What follows belongs to an exercise in optimizing a design on an open flow for small area; a production flow would make more cautious choices. Where RTL was checked, it was by simulation tests only, not by an equivalence proof against the original.

run A:
==> flow/design.v <==
module sobel_processor #(
    parameter IMG_WIDTH = 64,
    parameter IMG_HEIGHT = 480,
    parameter PIXEL_WIDTH = 8,
    parameter USE_BILATERAL = 1
)(
    input  wire clk,
    input  wire rst_n,
    input  wire href,
    input  wire vsync,
    input  wire [15:0] pixel_in,
    input  wire sobel_enable,
    input  wire [7:0] edge_threshold,
    input  wire [1:0] threshold_mode,
    output wire pixel_valid,
    output wire [15:0] pixel_out,
    output wire binary_pixel,
    output wire binary_valid,
    output wire strong_edge,
    output wire weak_edge
);
    wire [17:0] red   = {pixel_in[15:11], pixel_in[15:13]};
    wire [17:0] green = {pixel_in[10:5],  pixel_in[10:9]};
    wire [17:0] blue  = {pixel_in[4:0],   pixel_in[4:2]};
    wire [17:0] wsum  = (red << 6) + (red << 3) + (red << 2) + red
                      + (green << 7) + (green << 4) + (green << 3) - green
                      + (blue << 5) - (blue << 2);
    wire [7:0] gray  = wsum[15:8];
    localparam NB = 129;
    localparam NC = 61;
    reg [23:0]     la;
    reg [8*NB-1:0] lb;
    reg [8*NC-1:0] lc;
    reg [5:0] cl;
    reg [2:0] rc;
    reg       a1;
    always @(posedge clk or negedge rst_n) begin
        if (!rst_n) begin
            cl <= 6'd63;
            rc <= 3'd7;
            a1 <= 1'b0;
        end else begin
            a1 <= href;
            if (href) begin
                cl <= cl + 1'b1;
                if (cl == 6'd63 && rc != 3'd3)
                    rc <= rc + 1'b1;
            end
        end
    end
    wire en_b = (cl != 6'd1);
    wire en_c = (cl == 6'd63) || (cl == 6'd0) || (cl > 6'd4);
    always @(posedge clk) begin
        if (href) begin
            la <= {la[15:0], gray};
            if (en_b) begin
                lb <= {lb[8*NB-9:0], la[23:16]};
                if (en_c)
                    lc <= {lc[8*NC-9:0], lb[8*NB-1 -: 8]};
            end
        end
    end
    wire [7:0] a_ [0:2];
    wire [7:0] b_ [0:NB-1];
    wire [7:0] c_ [0:NC-1];
    genvar gj;
    generate
        for (gj = 0; gj < 3; gj = gj + 1) begin : g_ta
            assign a_[gj] = la[8*gj+7 -: 8];
        end
        for (gj = 0; gj < NB; gj = gj + 1) begin : g_tb
            assign b_[gj] = lb[8*gj+7 -: 8];
        end
        for (gj = 0; gj < NC; gj = gj + 1) begin : g_tc
            assign c_[gj] = lc[8*gj+7 -: 8];
        end
    endgenerate
    wire va = a1 && (rc == 3'd3) && (cl >= 6'd2);
    wire c2 = (cl == 6'd2);
    wire c3 = (cl == 6'd3);
    wire c4 = (cl == 6'd4);
    wire c5 = (cl == 6'd5);
    wire [7:0] p8 = a_[0];
    wire [7:0] p7 = a_[1];
    wire [7:0] p6 = a_[2];
    wire [7:0] p5 = b_[125];
    wire [7:0] p3 = c2 ? b_[63]  : c3 ? b_[126] : b_[127];
    wire [7:0] p2 = c2 ? b_[126] : (c3 | c4) ? c_[59] : c_[58];
    wire [7:0] p1 = (c2 | c3) ? b_[127] : c_[59];
    wire [7:0] p0 = c2 ? b_[127] : (c3 | c4) ? b_[128] : c5 ? c_[59] : c_[60];
    wire signed [9:0] x0 = {1'b0, p5} - {1'b0, p3};
    wire signed [9:0] x1 = {1'b0, p7} - {1'b0, p1};
    wire signed [9:0] x2 = {1'b0, p8} - {1'b0, p0};
    wire signed [9:0] x3 = {1'b0, p2} - {1'b0, p6};
    wire signed [10:0] sc = x2 + x0 + x1;
    wire signed [10:0] tc = x3 + x0 - x1;
    reg signed [10:0] sa, ta;
    always @(posedge clk) begin
        sa <= sc;
        ta <= tc;
    end
    wire [9:0] s_abs = sa[10] ? -sa : sa;
    wire [9:0] t_abs = ta[10] ? -ta : ta;
    wire [9:0] mx    = (s_abs > t_abs) ? s_abs : t_abs;
    wire [7:0] mag   = (mx[9:8] != 2'b00) ? 8'd255 : mx[7:0];
    wire signed [12:0] sa2 = {sa[10], sa, 1'b0};
    wire signed [12:0] ta2 = {ta[10], ta, 1'b0};
    wire signed [12:0] ux = sa2 - sc;
    wire signed [12:0] uy = ta2 - tc;
    wire [11:0] bxe = {sc[10], sc};
    wire [11:0] bye = {tc[10], tc};
    wire [13:0] mxe = {ux[12], ux};
    wire [13:0] mye = {uy[12], uy};
    reg  [22:0] cacc;
    reg  [2:0]  bg;
    reg  [13:0] bpp;
    reg         bneg;
    integer bi;
    always @(*) begin
        cacc = 23'd0 - 23'd1;
        for (bi = 0; bi < 6; bi = bi + 1) begin
            bg = {bxe[2*bi+1], bxe[2*bi], (bi == 0) ? 1'b0 : bxe[2*bi-1]};
            case (bg)
                3'b001, 3'b010: bpp = mxe;
                3'b011:         bpp = {mxe[12:0], 1'b0};
                3'b100:         bpp = ~{mxe[12:0], 1'b0};
                3'b101, 3'b110: bpp = ~mxe;
                default:        bpp = 14'd0;
            endcase
            bneg = bg[2] & ~(bg[1] & bg[0]);
            cacc = cacc + ({9'd0, ~bpp[13], bpp[12:0]} << (2*bi)) - (23'd1 << (13+2*bi))
                        + ({22'd0, bneg} << (2*bi));
            bg = {bye[2*bi+1], bye[2*bi], (bi == 0) ? 1'b0 : bye[2*bi-1]};
            case (bg)
                3'b001, 3'b010: bpp = mye;
                3'b011:         bpp = {mye[12:0], 1'b0};
                3'b100:         bpp = ~{mye[12:0], 1'b0};
                3'b101, 3'b110: bpp = ~mye;
                default:        bpp = 14'd0;
            endcase
            bneg = bg[2] & ~(bg[1] & bg[0]);
            cacc = cacc + ({9'd0, ~bpp[13], bpp[12:0]} << (2*bi)) - (23'd1 << (13+2*bi))
                        + ({22'd0, bneg} << (2*bi));
        end
    end
    wire cons = ~cacc[22];
    reg vb, v3, v4, v5, v6, ev, evd;
    always @(posedge clk or negedge rst_n) begin
        if (!rst_n) begin
            vb <= 1'b0; v3 <= 1'b0; v4 <= 1'b0; v5 <= 1'b0; v6 <= 1'b0;
            ev <= 1'b0; evd <= 1'b0;
        end else begin
            vb <= va; v3 <= vb; v4 <= v3; v5 <= v4; v6 <= v5;
            ev <= v6; evd <= ev;
        end
    end
    reg [7:0] m3, m4, m5, m6, emd;
    reg f4, f5, f6, f7, f8;
    always @(posedge clk) begin
        m3 <= mag;
        m4 <= m3; m5 <= m4; m6 <= m5;
        f4 <= cons && (m3 > 8'd65);
        f5 <= f4; f6 <= f5; f7 <= f6; f8 <= f7;
    end
    reg [7:0] em;
    always @(posedge clk or negedge rst_n) begin
        if (!rst_n)
            em <= 8'd0;
        else
            em <= v6 ? m6 : 8'd0;
    end
    always @(posedge clk)
        emd <= em;
    wire [7:0] fm = f8 ? emd : 8'd0;
    reg [15:0] msum_acc;
    reg [7:0]  pcount;
    reg [7:0]  local_mean;
    always @(posedge clk or negedge rst_n) begin
        if (!rst_n) begin
            msum_acc   <= 16'd0;
            pcount     <= 8'd0;
            local_mean <= 8'd100;
        end else if (evd) begin
            if (pcount == 8'd255) begin
                msum_acc   <= fm;
                pcount     <= 8'd1;
                local_mean <= msum_acc[15:8];
            end else begin
                msum_acc <= msum_acc + fm;
                pcount   <= pcount + 1'b1;
            end
        end
    end
    wire [7:0] adaptive_threshold = local_mean + 8'd20;
    wire is_strong = (fm >= 8'd95);
    wire is_weak   = (fm >= 8'd55) && (fm < 8'd95);
    reg  bres;
    always @(*) begin
        case (threshold_mode)
            2'b01:   bres = (fm > adaptive_threshold);
            2'b10:   bres = (fm >= 8'd55);
            default: bres = (fm > edge_threshold);
        endcase
    end
    reg bp_raw, bv_raw, se_r, we_r;
    always @(posedge clk or negedge rst_n) begin
        if (!rst_n) begin
            bp_raw <= 1'b0; bv_raw <= 1'b0; se_r <= 1'b0; we_r <= 1'b0;
        end else begin
            bv_raw <= evd;
            if (evd) begin
                bp_raw <= bres;
                se_r   <= is_strong;
                we_r   <= is_weak;
            end
        end
    end
    assign strong_edge = se_r;
    assign weak_edge   = we_r;
    reg [2:0] row_cur;
    reg prev_prev_out, nr_out, nr_valid;
    wire keep = row_cur[1] && (row_cur[0] | row_cur[2] | nr_out | prev_prev_out);
    always @(posedge clk or negedge rst_n) begin
        if (!rst_n) begin
            row_cur <= 3'b0; prev_prev_out <= 1'b0; nr_out <= 1'b0; nr_valid <= 1'b0;
        end else if (bv_raw) begin
            row_cur       <= {row_cur[1:0], bp_raw};
            prev_prev_out <= nr_out;
            nr_out        <= keep;
            nr_valid      <= 1'b1;
        end
    end
    assign binary_pixel = nr_out;
    assign binary_valid = nr_valid;
    assign pixel_valid = sobel_enable ? ev : href;
    assign pixel_out   = sobel_enable ? {em[7:3], em[7:2], em[7:3]} : pixel_in;
endmodule
clock: 13.0 ns
lec_check: 0
cap_margin: 20
core_margin: 2
core_utilization: 60
cts_buf_list: sky130_fd_sc_hd__clkbuf_16
cts_cluster_diameter: 100
cts_cluster_size: 30
place_density: 0.75
slew_margin: 20
run.sh (not shown) runs the stock make flow with config.mk's settings and CLKGATE_MAP_FILE= SYNTH_SCRIPT=/design/flow/synth_recipe.tcl, a recipe that flattens the netlist after the stock synthesis.
diff inputs: run A => run E
diff --git a/flow/design.v b/flow/design.v
--- a/flow/design.v
+++ b/flow/design.v
@@ -91,27 +91,29 @@
     wire signed [9:0] x0 = {1'b0, p5} - {1'b0, p3};
     wire signed [9:0] x1 = {1'b0, p7} - {1'b0, p1};
     wire signed [9:0] x2 = {1'b0, p8} - {1'b0, p0};
     wire signed [9:0] x3 = {1'b0, p2} - {1'b0, p6};
     wire signed [10:0] sc = x2 + x0 + x1;
     wire signed [10:0] tc = x3 + x0 - x1;
-    reg signed [10:0] sa, ta;
+    reg signed [10:0] sa, ta, sb, tb;
     always @(posedge clk) begin
         sa <= sc;
         ta <= tc;
+        sb <= sa;
+        tb <= ta;
     end
     wire [9:0] s_abs = sa[10] ? -sa : sa;
     wire [9:0] t_abs = ta[10] ? -ta : ta;
     wire [9:0] mx    = (s_abs > t_abs) ? s_abs : t_abs;
     wire [7:0] mag   = (mx[9:8] != 2'b00) ? 8'd255 : mx[7:0];
-    wire signed [12:0] sa2 = {sa[10], sa, 1'b0};
-    wire signed [12:0] ta2 = {ta[10], ta, 1'b0};
-    wire signed [12:0] ux = sa2 - sc;
-    wire signed [12:0] uy = ta2 - tc;
-    wire [11:0] bxe = {sc[10], sc};
-    wire [11:0] bye = {tc[10], tc};
+    wire signed [12:0] sb2 = {sb[10], sb, 1'b0};
+    wire signed [12:0] tb2 = {tb[10], tb, 1'b0};
+    wire signed [12:0] ux = sb2 - sa;
+    wire signed [12:0] uy = tb2 - ta;
+    wire [11:0] bxe = {sa[10], sa};
+    wire [11:0] bye = {ta[10], ta};
     wire [13:0] mxe = {ux[12], ux};
     wire [13:0] mye = {uy[12], uy};
     reg  [22:0] cacc;
     reg  [2:0]  bg;
     reg  [13:0] bpp;
     reg         bneg;
@@ -152,18 +154,18 @@
         end else begin
             vb <= va; v3 <= vb; v4 <= v3; v5 <= v4; v6 <= v5;
             ev <= v6; evd <= ev;
         end
     end
     reg [7:0] m3, m4, m5, m6, emd;
-    reg f4, f5, f6, f7, f8;
+    reg f5, f6, f7, f8;
     always @(posedge clk) begin
         m3 <= mag;
         m4 <= m3; m5 <= m4; m6 <= m5;
-        f4 <= cons && (m3 > 8'd65);
-        f5 <= f4; f6 <= f5; f7 <= f6; f8 <= f7;
+        f5 <= cons && (m4 > 8'd65);
+        f6 <= f5; f7 <= f6; f8 <= f7;
     end
     reg [7:0] em;
     always @(posedge clk or negedge rst_n) begin
         if (!rst_n)
             em <= 8'd0;
         else
## What came out
Run E did not stop at any stage, and its layout met the timing, DRC and antenna checks.
Run E packs its core looser than run A.
[run E] met1 wire length fell 2200 um relative to run A
Summary: final worst hold slack, run E better than run A
Run A and run E ended up with roughly the same clock edge transition at the registers on the reported setup and hold paths.
On final wirelength, run A loses to run E.
Final non-filler cell total: run E vs run A down 205
A beginning of the critical path of sa[3] is what run E shows, while cl[0] belongs to run A.
Die extent in y: run E vs run A, no meaningful difference
met3 wire length of run E falls short of that of run A slightly.
Side by side, minimum clock period after layout turned out lower in run E than in run A.
Number of failing hold endpoints at the final stage came out exactly the same in run E and run A.
Share of the clock period used by the worst path after layout in run E vs run A: down 25 points
Function not checked in run A: the RTL went through the layout flow alone.

[port drivers added, routing unchanged]
No port has a modelled driver above. Below, the same layouts with a new extraction and two added sets of constraints.
Step 1 assumes that a clkbuf_16 drives the clock port and a buf_2 every other input.
Step 2 also shifts input and output timing later by t, the mid clock arrival at the registers, as if the neighbouring blocks saw the same clock.
Three values: ideal ports, drivers, drivers and shift; two values: the first two.
| run | t (ns) | setup slack, ns | pins driven straight from the clock port |
|---|---|---|---|
| run A | 0.732 | 0.551 / 0.551 / 0.551 | 1 |
| run E | 0.726 | 3.746 / 3.746 / 3.746 | 1 |
After both steps setup and hold are still met in every run listed.
